Source: an optimization exercise on an open RTL-to-GDS flow (aim: small area, a short achievable clock period and few clock cycles per item). Production flows keep margins and buffers that such runs may drop. No run shown here included a check of the RTL's function; only the layout flow was run.

### flow/flow/run.sh
#!/bin/bash
set -euo pipefail
bash standard.sh SETUP_SLACK_MARGIN=13 'BUFFER_PORTS_ARGS=-buffer_cell sky130_fd_sc_hd__buf_2' finish > standard_flow.log 2>&1
### flow/standard.sh
#!/bin/bash
# synth_recipe.tcl (not shown) runs the flow's synth.tcl, then flattens the netlist and writes it again
# the make line also repeats each setting of config.mk as NAME=value (left out here)
make -C /OpenROAD-flow-scripts/flow DESIGN_CONFIG=/design/flow/config.mk WORK_HOME=/design/flow/orfs CLKGATE_MAP_FILE= SYNTH_SCRIPT=/design/flow/synth_recipe.tcl "${@:-finish}"
### flow/config.mk
export PLATFORM = sky130hd
export DESIGN_NAME = div
export DESIGN_NICKNAME = div
export VERILOG_FILES = /design/flow/design.v
export SDC_FILE = /design/flow/constraint.sdc
export NUM_CORES = 4
export LEC_CHECK = 0
export CAP_MARGIN = 20
export CORE_MARGIN = 2
export CORE_UTILIZATION = 45
export PLACE_DENSITY = 0.6
export SLEW_MARGIN = 20
### flow/constraint.sdc
create_clock -name core_clock -period 20.0 [get_ports {i_clk}]
set_input_delay 4.0000 -clock core_clock [delete_from_list [all_inputs] [get_ports {i_clk}]]
set_output_delay 4.0000 -clock core_clock [all_outputs]
set_load 0.01 [all_outputs]
### flow/design.v
module div_lzc64 (
  input  logic [63:0] a,
  output logic [6:0]  n       
);
  logic [1:0] z2 [32];
  logic [2:0] z4 [16];
  logic [3:0] z8 [8];
  logic [4:0] z16[4];
  logic [5:0] z32[2];
  for (genvar i = 0; i < 32; i++) begin : g2
    wire h = a[2*i+1], l = a[2*i];
    assign z2[i] = h ? 2'd0 : (l ? 2'd1 : 2'd2);
  end
  for (genvar i = 0; i < 16; i++) begin : g4
    wire [1:0] h = z2[2*i+1], l = z2[2*i];
    assign z4[i] = h[1] ? {l[1], ~l[1], l[0]} : {1'b0, h};
  end
  for (genvar i = 0; i < 8; i++) begin : g8
    wire [2:0] h = z4[2*i+1], l = z4[2*i];
    assign z8[i] = h[2] ? {l[2], ~l[2], l[1:0]} : {1'b0, h};
  end
  for (genvar i = 0; i < 4; i++) begin : g16
    wire [3:0] h = z8[2*i+1], l = z8[2*i];
    assign z16[i] = h[3] ? {l[3], ~l[3], l[2:0]} : {1'b0, h};
  end
  for (genvar i = 0; i < 2; i++) begin : g32
    wire [4:0] h = z16[2*i+1], l = z16[2*i];
    assign z32[i] = h[4] ? {l[4], ~l[4], l[3:0]} : {1'b0, h};
  end
  assign n = z32[1][5] ? {z32[0][5], ~z32[0][5], z32[0][4:0]} : {1'b0, z32[1]};
endmodule
module div#(
  parameter WIDTH = 64
)(
  input                     i_clk         ,
  input                     i_rst_n       ,
  input                     i_flush       ,
  input                     i_divw        ,
  input                     i_start       ,
  output                    o_busy        ,
  output logic              o_end_valid   ,
  input                     i_end_ready   ,
  input                     i_signed      ,
  input  logic [WIDTH-1:0]  i_dividend    ,
  input  logic [WIDTH-1:0]  i_divisor     ,
  output logic [WIDTH-1:0]  o_quotient    ,
  output logic [WIDTH-1:0]  o_remainder
);
  localparam WB = 66;          
  localparam WT = WB + 1;      
  logic       busy_r, prep_r, iter_r, fix_r;
  logic [5:0] cnt;
  logic       last;
  logic       w_r, uw_r, sx_r, sd_r, sq_r;
  logic [63:0]   rem_r;      
  logic [WB-1:0] b_r;        
  logic [63:0]   quo_r;
  assign o_busy      = busy_r;
  assign o_quotient  = quo_r;
  assign o_remainder = rem_r;
  wire [63:0] x_out = i_divw ? {{32{i_dividend[31]}}, i_dividend[31:0]} : i_dividend;
  wire [63:0] d_in  = i_divw ? {{32{i_signed & i_divisor [31]}}, i_divisor [31:0]} : i_divisor;
  wire        sx_in = i_signed & x_out[63];
  wire        sd_in = i_signed & d_in[63];
  wire [63:0] xa_in = x_out ^ {sx_in, x_out[63:1]};
  wire [63:0] da_in = d_in  ^ {sd_in, d_in[63:1]};
  logic [64:0] td_in;                       
  always_comb begin
    td_in[64] = 1'b0;
    for (int i = 63; i >= 0; i--) td_in[i] = td_in[i+1] | da_in[i];
  end
  wire [63:0] td_n  = sx_in ? {2'b0, td_in[63:2]} : {1'b0, td_in[63:1]};
  wire        qz_in = ~|d_in | ((sx_in ? td_in[1] : td_in[0]) & ~|(xa_in & ~td_n));
  wire [63:0] draw = b_r[63:0];
  wire        dz = ~|draw;
  wire [63:0] xr = {rem_r[63:32] & {32{~uw_r}}, rem_r[31:0]};
  wire [63:0] xa = xr ^ {sx_r, xr[63:1]};
  wire [63:0] da = draw  ^ {sd_r, draw[63:1]};
  logic [6:0] lzx, lzd;
  div_lzc64 u_lzx (.a(xa), .n(lzx));
  div_lzc64 u_lzd (.a(da), .n(lzd));
  wire        px = sx_r & ~|(~xr[63:1] & xr[62:0]);
  wire        pd = sd_r & ~|(~draw[63:1]  & draw[62:0]);
  wire [8:0]  s_ub = {2'b0, lzd} - {2'b0, lzx} + {8'b0, px} - {8'b0, pd};
  wire        q_zero = s_ub[8];             
  wire [6:0]  s_use  = s_ub[6:0] | 7'd1;    
  wire [WB-1:0] nd_sh = (b_r << s_use) ^ {WB{~sd_r}};
  wire [WB-1:0] b1 = {b_r[WB-1], b_r[WB-1:1]};
  wire [WT-1:0] t0 = {{(WT-64){1'b0}}, rem_r} + {b_r[WB-1], b_r} + {{(WT-1){1'b0}}, ~sd_r};
  wire          a0 = ~t0[WT-1];
  wire [63:0]   r1 = a0 ? t0[63:0] : rem_r;
  wire [WT-1:0] t1 = {{(WT-64){1'b0}}, r1} + {b1[WB-1], b1} + {{(WT-1){1'b0}}, ~sd_r};
  wire          a1 = ~t1[WT-1];
  wire [63:0]   r2 = a1 ? t1[63:0] : r1;
  wire        neg_q = last & sq_r;
  wire        ext   = last & w_r;
  wire [63:0] q_neg = ~quo_r + 64'd1;
  wire [63:0] q_it  = ~neg_q ? {quo_r[61:0], a0, a1} :
                      a1     ? {~quo_r[61:0], ~a0, 1'b1} :
                      a0     ? {~quo_r[61:0], 2'b10} : {q_neg[61:0], 2'b00};
  wire [63:0] r_ext = ext ? {{32{r2[31]}}, r2[31:0]} : r2;
  wire [63:0] q_ext = ext ? {{32{q_it[31]}}, q_it[31:0]} : q_it;
  wire [63:0] r_neg = ~rem_r + 64'd1;
  wire [63:0] r_fix = w_r ? {{32{r_neg[31]}}, r_neg[31:0]} : r_neg;
  wire        short = dz | q_zero;
  wire [63:0] r_abs   = sx_r ? r_neg : xr;
  always_ff @(posedge i_clk or negedge i_rst_n) begin
    if (!i_rst_n) begin
      busy_r      <= 1'b0;
      prep_r      <= 1'b0;
      iter_r      <= 1'b0;
      fix_r       <= 1'b0;
      o_end_valid <= 1'b0;
    end else if (i_flush) begin
      busy_r      <= 1'b0;
      prep_r      <= 1'b0;
      iter_r      <= 1'b0;
      fix_r       <= 1'b0;
      o_end_valid <= 1'b0;
    end else begin
      prep_r <= i_start & ~qz_in;
      if (i_start) busy_r <= 1'b1;
      else if (o_end_valid & i_end_ready) busy_r <= 1'b0;
      if (prep_r) iter_r <= ~short;
      else if (iter_r & last) iter_r <= 1'b0;
      fix_r <= iter_r & last & sx_r;
      if ((i_start & qz_in) | (prep_r & short) | (iter_r & last & ~sx_r) | fix_r) o_end_valid <= 1'b1;
      else if (i_end_ready) o_end_valid <= 1'b0;
    end
  end
  always_ff @(posedge i_clk) begin
    if (!busy_r) begin
      rem_r <= x_out;
      quo_r <= {64{~|d_in}};
      uw_r  <= i_divw & ~i_signed;
      w_r   <= i_divw;
      sx_r  <= sx_in;
      sd_r  <= sd_in;
      sq_r  <= sx_in ^ sd_in;
    end else if (prep_r) begin
      if (!short) rem_r <= r_abs;
      quo_r <= {64{dz}};
      cnt   <= s_use[6:1];
      last  <= (s_use[6:1] == 6'd0);
    end else if (iter_r) begin
      rem_r <= r_ext;
      quo_r <= q_ext;
      cnt   <= cnt - 6'd1;
      last  <= (cnt == 6'd1);
    end else if (fix_r) begin
      rem_r <= r_fix;
    end
  end
  always_ff @(posedge i_clk) begin
    if (!busy_r)     b_r <= {{(WB-64){i_signed & d_in[63]}}, d_in};
    else if (prep_r) b_r <= nd_sh;
    else             b_r <= {{2{b_r[WB-1]}}, b_r[WB-1:2]};
  end
endmodule
==> results.tsv, run 1 <==
stage	metric	value	unit
outcome	status	timing/DRC/antenna clean	
timing	Setup Total Neg Slack	0	ps
synthesis	ys flop type	edfxtp_1	
timing	post-layout min period	7240	ps
floorplanning	die width	268	um
timing	final number of hold-violating endpoints	0	
cells_and_area	FF+latch area	5740	sq um
cells_and_area	share of layout cells above drive strength 1	23.8	%
synthesis	Syn Nets	4639	
timing	max-slew violation count	0	
route	Iter 0 DRT Violations	5535	
synthesis	synthesized area per cell	7.38	sq um
cells_and_area	fill count	6502	
clocking	clock-pin slew on the worst setup and hold paths	60	ps
clocking	Num CTS Buffers	30	
floorplanning	die area	71900	sq um
cells_and_area	multi-input logic area	26400	sq um
floorplanning	num rows	96	
global_route	initial antenna violation count	3	
synthesis	post-synth top area share	13.5	%
route	Via density	6.79	
synthesis	flops & latches, synth	211	
floorplanning	Die Span Y	268	um
synthesis	Post-Synthesis Cells	4257	
setup_path	Worst Path Arrival	7740	ps
cells_and_area	leading cell type in the layout, fill and taps excluded	nor2_1	
floorplanning	core area	68800	sq um
placed_design	IO buf count	264	
synthesis	Synth area leader	edfxtp_1	
placed_design	final RePlAce weighted congestion	1.10	
setup_path	crit path kind	flop to flop	
placed_design	DP HPWL	116000	um
timing	Least-Margin Pin Slew	1330	ps
synthesis	Mapped Area	31400	sq um
setup_path	CP endpoint kind	flop	
clocking	hold buffer count at cts	0	
timing	Worst slew margin	10.4	%
floorplanning	Ports	265	
route	DR vias	37894	
global_route	largest net degree at the start of global routing	73	
global_route	first-pass GRT wire length	223000	um
route	DR WL/cell	29.1	um
setup_path	reg2reg setup slack	12760	ps
clocking	clock root cell	clkbuf_16	
timing	Final Setup Violations	0	
clocking	CTS tree	done	
synthesis	sequential area share after synthesis	18.0	%
cells_and_area	post-route cell area	39800	sq um
timing	Final Skew	46.2	ps
cells_and_area	most frequent cells in the layout	nor2_1, nand2_1, o21ai_0, a21oi_1, buf_2	
synthesis	count of cell types in the netlist	101	
cells_and_area	Layout area overhead	26.8	%
setup_path	WP data required	20490	ps
placed_design	placed instance count	5282	
floorplanning	Initial Util	45.6	%
clocking	H-tree depth	1	
timing	RSZ-0062 raised after global routing	yes	
cells_and_area	Post-Layout Cell Count	5583	
synthesis	synth top area cells	edfxtp_1, ha_1, o21ai_0	
synthesis	synth warn	7	
clocking	clock sinks	211	
clocking	CTS max path bufs	3	
timing	period utilisation layout	36.2	%
clocking	Clk Latency, worst-skew pair	660	ps
synthesis	share of synthesized registers carrying an async set or reset	2.37	%
setup_path	Startpoint Class	flop	
synthesis	EDFF count, synth	141	
route	DRC violations left	0	
cells_and_area	net count reported at finish	5009	
flow_run	max-cap violations	0	
setup_path	worst-path maximum fanout	13	
timing	fmax	138	MHz
placed_design	dpl cell area	33700	sq um
hold_path	hold crit path type	flop to flop	
global_route	gr ovfl total	0	
route	antenna-violating nets left	0	
route	length of the first detailed-routing pass in iterations	7	
global_route	vias in the first global route	33932	
global_route	Total GRT Usage	41.8	%
route	routed wire length	163000	um
-- Yosys cell counts, drive strengths merged (32+ instances only) --
cell	count
or3	35
a21o	67
o211ai	86
xnor2	200
mux2i	158
nor2	386
nand2	360
nand3	121
nor4	47
a211oi	51
o22ai	32
a221oi	48
a21oi	389
o21ai	435
edfxtp	141
nand4	52
nor3	120
a31oi	43
inv	234
o221ai	40
clkbuf	197
nand2b	74
dfxtp	65
buf	48
xor2	161
ha	241
-- per-stage QoR --
step	hold slack, ps	utilization (%)	worst slack [ps]
after floorplan	490	-	10890
after global placement	578	48.9	10810
after detailed placement	585	48.9	10660
after CTS	590	53.5	12910
after global routing	624	57.8	12640
final	605	57.8	12760
-- worst max-delay path, cell delays in order (launching register included) --
cell and delay (ps):
dfxtp_1 370, buf_4 230, inv_1 150, o22ai_1 90, a221oi_1 750, nand4_1 550, nor4_2 710, ha_4 300
or3_4 450, nor4_4 140, nand4b_1 140, buf_6 170, or2_4 240, fa_2 420, xor2_4 180, buf_12 150
buf_4 160, clkbuf_16 200, a21oi_4 210, a21oi_4 130, mux2i_2 420, mux2i_1 300, a32oi_2 340, mux2i_1 230
nand3_1 80
-- cell type report --
type                       count  share of cell area [%]
sequential                   211                    14.4
clock inverter                17                   0.500
inverter                     236                    2.29
clock buffer                  38                    2.06
tap                          931                    2.93
timing repair buffer         578                    11.5
multi-input combinational   3570                    66.3
antenna                        2                  0.0126
-- what timing repair did --
item / CTS / global route
gates cloned: 12 / 12
resized for setup: 237 / 452
buffers inserted: 104 / 116
endpoints found under the setup margin: 260 / 251
pin swaps: 40 / 107
-- registers in the layout, summed over array words and instances (netlist names) --
| register | count |
|---|---|
| uw_r | 1 |
| quo_r | 64 |
| sd_r | 1 |
| rem_r | 64 |
| busy_r | 1 |
| w_r | 1 |
| sq_r | 1 |
| b_r | 66 |
| sx_r | 1 |
| iter_r | 1 |
| o_end_valid | 1 |
| prep_r | 1 |
| fix_r | 1 |
| last | 1 |
| cnt | 6 |
-- final timing paths --
kind                                 start                 end  cells past startpoint
max                        b_r[30]$_DFF_P_     b_r[64]$_DFF_P_                     24
min                        b_r[64]$_DFF_P_     b_r[62]$_DFF_P_                      2
max reg2reg                b_r[30]$_DFF_P_     b_r[64]$_DFF_P_                     24
min reg2reg                b_r[64]$_DFF_P_     b_r[62]$_DFF_P_                      2
max in group asynchronous          i_rst_n    prep_r$_DFF_PN0_                      1
min in group asynchronous          i_rst_n  iter_r$_DFFE_PN0P_                      1
-- kinds of logic after synthesis --
group                    share of synthesized area, %
XOR/XNOR                                         10.1
AND/OR/NAND/NOR                                  20.0
flip-flops                                       18.0
multiplexers                                     7.37
AO/OA/AOI/OAI                                    28.6
buffers and inverters                            5.95
adder cells (fa/ha/maj)                          9.99
-- per-layer routing --
layer | vias to the layer above | share of wire, % | track usage, %
met5 | - | 0.0062 | 0
met4 | 2 | 8.1 | 26.2
met3 | 715 | 14 | 11.9
met2 | 2713 | 41 | 62.5
met1 | 17925 | 37 | 52.9
li1 | 16539 | - | -
==> inputs of run 2 (changes only) <==
--- a/flow/design.v
+++ b/flow/design.v
@@ -28,6 +28,27 @@
     assign z32[i] = h[4] ? {l[4], ~l[4], l[3:0]} : {1'b0, h};
   end
   assign n = z32[1][5] ? {z32[0][5], ~z32[0][5], z32[0][4:0]} : {1'b0, z32[1]};
+endmodule
+module div_qz #(
+  parameter W = 64
+)(
+  input  logic [W-1:0] x,
+  input  logic [W-1:0] d,
+  input  logic         sg,
+  output logic         qz
+);
+  wire         sx = sg & x[W-1];
+  wire         sd = sg & d[W-1];
+  wire [W-1:0] xa = x ^ {sx, x[W-1:1]};
+  wire [W-1:0] da = d ^ {sd, d[W-1:1]};
+  logic [W:0]  td;                          
+  always_comb begin
+    td[W] = 1'b0;
+    for (int i = W-1; i >= 0; i--) td[i] = td[i+1] | da[i];
+  end
+  wire         qz1 = td[0] & ~|(xa & ~td[W:1]);
+  wire         qz2 = td[1] & ~|(xa & ~{1'b0, td[W:2]});
+  assign qz = ~|d | (sx ? qz2 : qz1);
 endmodule
 module div#(
   parameter WIDTH = 64
@@ -62,15 +83,10 @@
   wire [63:0] d_in  = i_divw ? {{32{i_signed & i_divisor [31]}}, i_divisor [31:0]} : i_divisor;
   wire        sx_in = i_signed & x_out[63];
   wire        sd_in = i_signed & d_in[63];
-  wire [63:0] xa_in = x_out ^ {sx_in, x_out[63:1]};
-  wire [63:0] da_in = d_in  ^ {sd_in, d_in[63:1]};
-  logic [64:0] td_in;                       
-  always_comb begin
-    td_in[64] = 1'b0;
-    for (int i = 63; i >= 0; i--) td_in[i] = td_in[i+1] | da_in[i];
-  end
-  wire [63:0] td_n  = sx_in ? {2'b0, td_in[63:2]} : {1'b0, td_in[63:1]};
-  wire        qz_in = ~|d_in | ((sx_in ? td_in[1] : td_in[0]) & ~|(xa_in & ~td_n));
+  wire        qz64, qz32;
+  div_qz #(64) u_qz64 (.x(i_dividend), .d(i_divisor), .sg(i_signed), .qz(qz64));
+  div_qz #(32) u_qz32 (.x(i_dividend[31:0]), .d(i_divisor[31:0]), .sg(i_signed), .qz(qz32));
+  wire        qz_in = i_divw ? qz32 : qz64;
   wire [63:0] draw = b_r[63:0];
   wire        dz = ~|draw;
   wire [63:0] xr = {rem_r[63:32] & {32{~uw_r}}, rem_r[31:0]};
@@ -81,11 +97,11 @@
   div_lzc64 u_lzd (.a(da), .n(lzd));
   wire        px = sx_r & ~|(~xr[63:1] & xr[62:0]);
   wire        pd = sd_r & ~|(~draw[63:1]  & draw[62:0]);
-  wire [8:0]  s_ub = {2'b0, lzd} - {2'b0, lzx} + {8'b0, px} - {8'b0, pd};
+  wire signed [8:0] s_ub = $signed({2'b0, lzd}) - $signed({2'b0, lzx}) + $signed({8'b0, px}) - $signed({8'b0, pd});
   wire        q_zero = s_ub[8];             
   wire [6:0]  s_use  = s_ub[6:0] | 7'd1;    
-  wire [WB-1:0] nd_sh = (b_r << s_use) ^ {WB{~sd_r}};
-  wire [WB-1:0] b1 = {b_r[WB-1], b_r[WB-1:1]};
+  wire [WB-1:0] nd_sh = $signed(b_r << s_use) ^ {WB{~sd_r}};
+  wire [WB-1:0] b1 = $signed(b_r) >>> 1;
   wire [WT-1:0] t0 = {{(WT-64){1'b0}}, rem_r} + {b_r[WB-1], b_r} + {{(WT-1){1'b0}}, ~sd_r};
   wire          a0 = ~t0[WT-1];
   wire [63:0]   r1 = a0 ? t0[63:0] : rem_r;
@@ -154,6 +170,6 @@
   always_ff @(posedge i_clk) begin
     if (!busy_r)     b_r <= {{(WB-64){i_signed & d_in[63]}}, d_in};
     else if (prep_r) b_r <= nd_sh;
-    else             b_r <= {{2{b_r[WB-1]}}, b_r[WB-1:2]};
+    else             b_r <= $signed(b_r) >>> 2;
   end
 endmodule
==> results.tsv, run 2 <==
stage	metric	value	unit	change
setup_path	worst-path maximum fanout	7		-6
global_route	first-pass GRT wire length	238000	um	+6.7%
floorplanning	die width	273	um	+1.6%
setup_path	Critical Path Max Stage Delay	590	ps	-160 ps
timing	post-layout min period	7080	ps	-165 ps
route	DR vias	39243		+3.6%
setup_path	CP max-delay cell	a2111oi_4		
synthesis	Mapped Area	32500	sq um	+3.4%
setup_path	WP data required	20400	ps	-90 ps
route	Via density	6.84		+0.78%
floorplanning	die area	74300	sq um	+3.3%
floorplanning	num rows	98		+2.1%
clocking	Clk Latency, worst-skew pair	650	ps	about the same
synthesis	count leader, synth	a21oi_1		
setup_path	CP dominant cell by count	buf_4		
route	routed wire length	170000	um	+4.9%
cells_and_area	share of layout cells above drive strength 1	19.1	%	-4.7 points
cells_and_area	Layout area overhead	20.0	%	
setup_path	reg2reg end	rem_r[41]$_DFFE_PP_		
timing	RSZ-0062 raised after global routing	yes		
timing	Worst slew margin	21.9	%	+12 points
timing	period utilisation layout	35.4	%	-0.83 points
cells_and_area	most frequent cells in the layout	a21oi_1, nand2_1, nor2_1, o21ai_0		
floorplanning	core area	71500	sq um	+3.9%
route	antenna-violating nets left	0		unchanged
global_route	largest net degree at the start of global routing	103		+41%
cells_and_area	Top reg by flops	b_r		
setup_path	Worst Path Arrival	7480	ps	-260 ps
synthesis	Syn Nets	4857		+4.7%
flow_run	max-cap violations	0		unchanged
placed_design	final RePlAce weighted congestion	1.05		-4.8%
timing	max-slew violation count	0		unchanged
clocking	clock root cell	clkbuf_16		
timing	final number of hold-violating endpoints	0		unchanged
synthesis	Post-Synthesis Cells	4475		+5.1%
synthesis	count of cell types in the netlist	112		+11%
setup_path	worst r2r path cells	33		+38%
clocking	H-tree depth	1		unchanged
floorplanning	Die Span Y	273	um	+1.6%
cells_and_area	Largest register FFs	66		unchanged
route	Iter 0 DRT Violations	5998		+8.4%
placed_design	IO buf count	264		unchanged
route	length of the first detailed-routing pass in iterations	10		+3
synthesis	sequential area share after synthesis	17.4	%	-0.59 points
setup_path	reg2reg setup slack	12920	ps	+170 ps
cells_and_area	fill count	7038		+8.2%
cells_and_area	leading cell type in the layout, fill and taps excluded	a21oi_1		
synthesis	Synth top cells by count	a21oi_1, nand2_1, nor2_1		
setup_path	CP endpoint kind	flop		
clocking	CTS tree	done		
hold_path	WHS Path Cells	2		unchanged
clocking	CTS max path bufs	3		unchanged
synthesis	flops & latches, synth	211		unchanged
cells_and_area	largest registers	b_r x66, quo_r x64, rem_r x64		
setup_path	reg2reg start	sd_r$_DFFE_PN_		
cells_and_area	post-route cell area	38900	sq um	-2.2%
synthesis	Synth area leader	edfxtp_1		
route	DR WL/cell	29.7	um	+2.1%
floorplanning	Ports	265		unchanged
synthesis	synth top area cells	edfxtp_1, ha_1, a21oi_1		
hold_path	sink of the worst hold path	b_r[5]$_DFF_P_		
cells_and_area	net count reported at finish	5142		+2.7%
global_route	initial antenna violation count	7		+4
hold_path	hold crit path type	flop to flop		
setup_path	Startpoint Class	flop		
timing	fmax	141	MHz	+2.3%
global_route	gr ovfl total	0		unchanged
synthesis	synth warn	9		+2
setup_path	crit path kind	flop to flop		
hold_path	Hold Path Origin	b_r[7]$_DFF_P_		
floorplanning	Initial Util	45.4	%	-0.22 points
cells_and_area	final core utilization	54.5	%	-3.4 points
synthesis	ys flop type	edfxtp_1		
synthesis	EDFF count, synth	141		unchanged
clocking	clock sinks	211		unchanged
outcome	status	timing/DRC/antenna clean		
timing	Final Setup Violations	0		unchanged
timing	Least-Margin Pin Slew	1170	ps	-166 ps
global_route	Total GRT Usage	42.8	%	+0.99 points
synthesis	synthesized area per cell	7.25	sq um	-1.7%
route	DRC violations left	0		unchanged
clocking	Num CTS Buffers	30		unchanged
timing	Setup Total Neg Slack	0	ps	unchanged
synthesis	post-synth top area share	13.0	%	-0.44 points
synthesis	share of synthesized registers carrying an async set or reset	2.37	%	unchanged
placed_design	DP HPWL	123000	um	+6.0%
timing	Final Skew	27.9	ps	-18.3 ps
clocking	clock-pin slew on the worst setup and hold paths	70	ps	about the same
placed_design	dpl cell area	34800	sq um	+3.2%
global_route	vias in the first global route	35309		+4.1%
==> run 2: cell count changes after synthesis, moves of 18 or more <==
cell and change:
a211oi_1 +27, o211ai_1 -26, xnor2_1 +26, nor3_1 +41
nand2b_1 -31, o21ai_0 -70, a21oi_1 +99, xor2_1 -36
inv_1 +56, nand3_1 -35, mux4_2 -18, a221oi_1 -31
o31ai_1 +18
==> run 2: timing repair <==
action,in CTS,in global routing
cloned,12,11
setup endpoints to repair,256,226
buffers inserted,74,85
hold buffers,0,0
resized for setup,147,214
pin swaps,34,47
==> run 2: worst max-delay path, delay by kind of cell (launching register included) <==
family / cells / cell delay (ps)
buffers and inverters: 12 / 1900
AND/OR/NAND/NOR: 7 / 1050
adder cells (fa/ha/maj): 3 / 1030
flip-flops: 1 / 420
AO/OA/AOI/OAI: 11 / 2420
==> run 2: final cells by class <==
type / instances / area, sq um / area share [%]
multi-input combinational: 3726 / 26300 / 67.5
sequential: 211 / 5760 / 14.8
antenna: 3 / 7.51 / 0.0193
clock inverter: 19 / 243 / 0.623
inverter: 292 / 1120 / 2.88
timing repair buffer: 499 / 3520 / 9.03
tap: 950 / 1190 / 3.05
clock buffer: 37 / 840 / 2.16
==> run 2: layer usage <==
metal / wire length, um / share of wire [%] / GRT usage, %
met4: 13300 / 7.8 / 24.3
met3: 21500 / 13 / 10.8
met2: 70600 / 41 / 64.6
met1: 65000 / 38 / 55.5
met5: 60 / 0.035 / 0
==> run 2: worst max-delay path by stage <==
| stage | from | depth (start not counted) | end |
|---|---|---|---|
| global route | sd_r$_DFFE_PN_ | 33 | rem_r[57]$_DFFE_PP_ |
| global placement | sd_r$_DFFE_PN_ | 26 | rem_r[42]$_DFFE_PP_ |
| finish | sd_r$_DFFE_PN_ | 33 | rem_r[41]$_DFFE_PP_ |
| floorplan | b_r[3]$_DFF_P_ | 27 | rem_r[10]$_DFFE_PP_ |
| detailed placement | sd_r$_DFFE_PN_ | 26 | rem_r[42]$_DFFE_PP_ |
| CTS | sd_r$_DFFE_PN_ | 30 | rem_r[63]$_DFFE_PP_ |
==> run 2: logic make-up (layout without fill, tap and decap cells) <==
family,count (synthesis),in the layout,synth area share (%)
AOI/OAI and AO/OA,1565,1567,30.6
xor gates and xnor gates,353,353,9.57
adders and majority gates,247,247,9.66
buffers and inverters,550,847,6.60
DFF,211,211,17.4
muxes,174,174,5.62
other,0,3,0
and+or+nand+nor,1375,1385,20.6
==> run 2: stage by stage <==
| step | setup slack, ps | instances | hold WS (ps) |
|---|---|---|---|
| floorplan | 10970 | 4475 | 520 |
| global placement | 10430 | 5496 | 638 |
| detailed placement | 10220 | 5496 | 644 |
| CTS | 12900 | 5638 | 656 |
| global route | 12860 | 5734 | 673 |
| finish | 12920 | 5737 | 656 |

-- port drivers added, routing unchanged --
No port has a modelled driver above. Below, the same layouts with a new extraction and two added sets of constraints. Step 1 (the two cells are an assumption about what drives the block):
set clk [get_ports {i_clk}]
set_driving_cell -lib_cell sky130_fd_sc_hd__clkbuf_16 $clk
set_driving_cell -lib_cell sky130_fd_sc_hd__buf_2 [delete_from_list [all_inputs] $clk]
Step 2 also shifts input and output timing later by t, the mid clock arrival at the registers, as if the neighbouring blocks saw the same clock. a / b / c = ideal ports / drivers / drivers and shift; a / b = the first two.
run	t (ns)	setup WS [ns]	worst setup path after step 2	worst data-port slew with drivers (ns)
run 1	0.709	12.756 / 12.756 / 12.323	input to register	0.06
run 2	0.701	12.922 / 12.922 / 12.547	input to register	0.07
After both steps setup and hold are still met in every run listed. For run 1, which loses most, drivers alone change the setup slack by 0.000 ns; drivers and shift together by -0.433 ns.
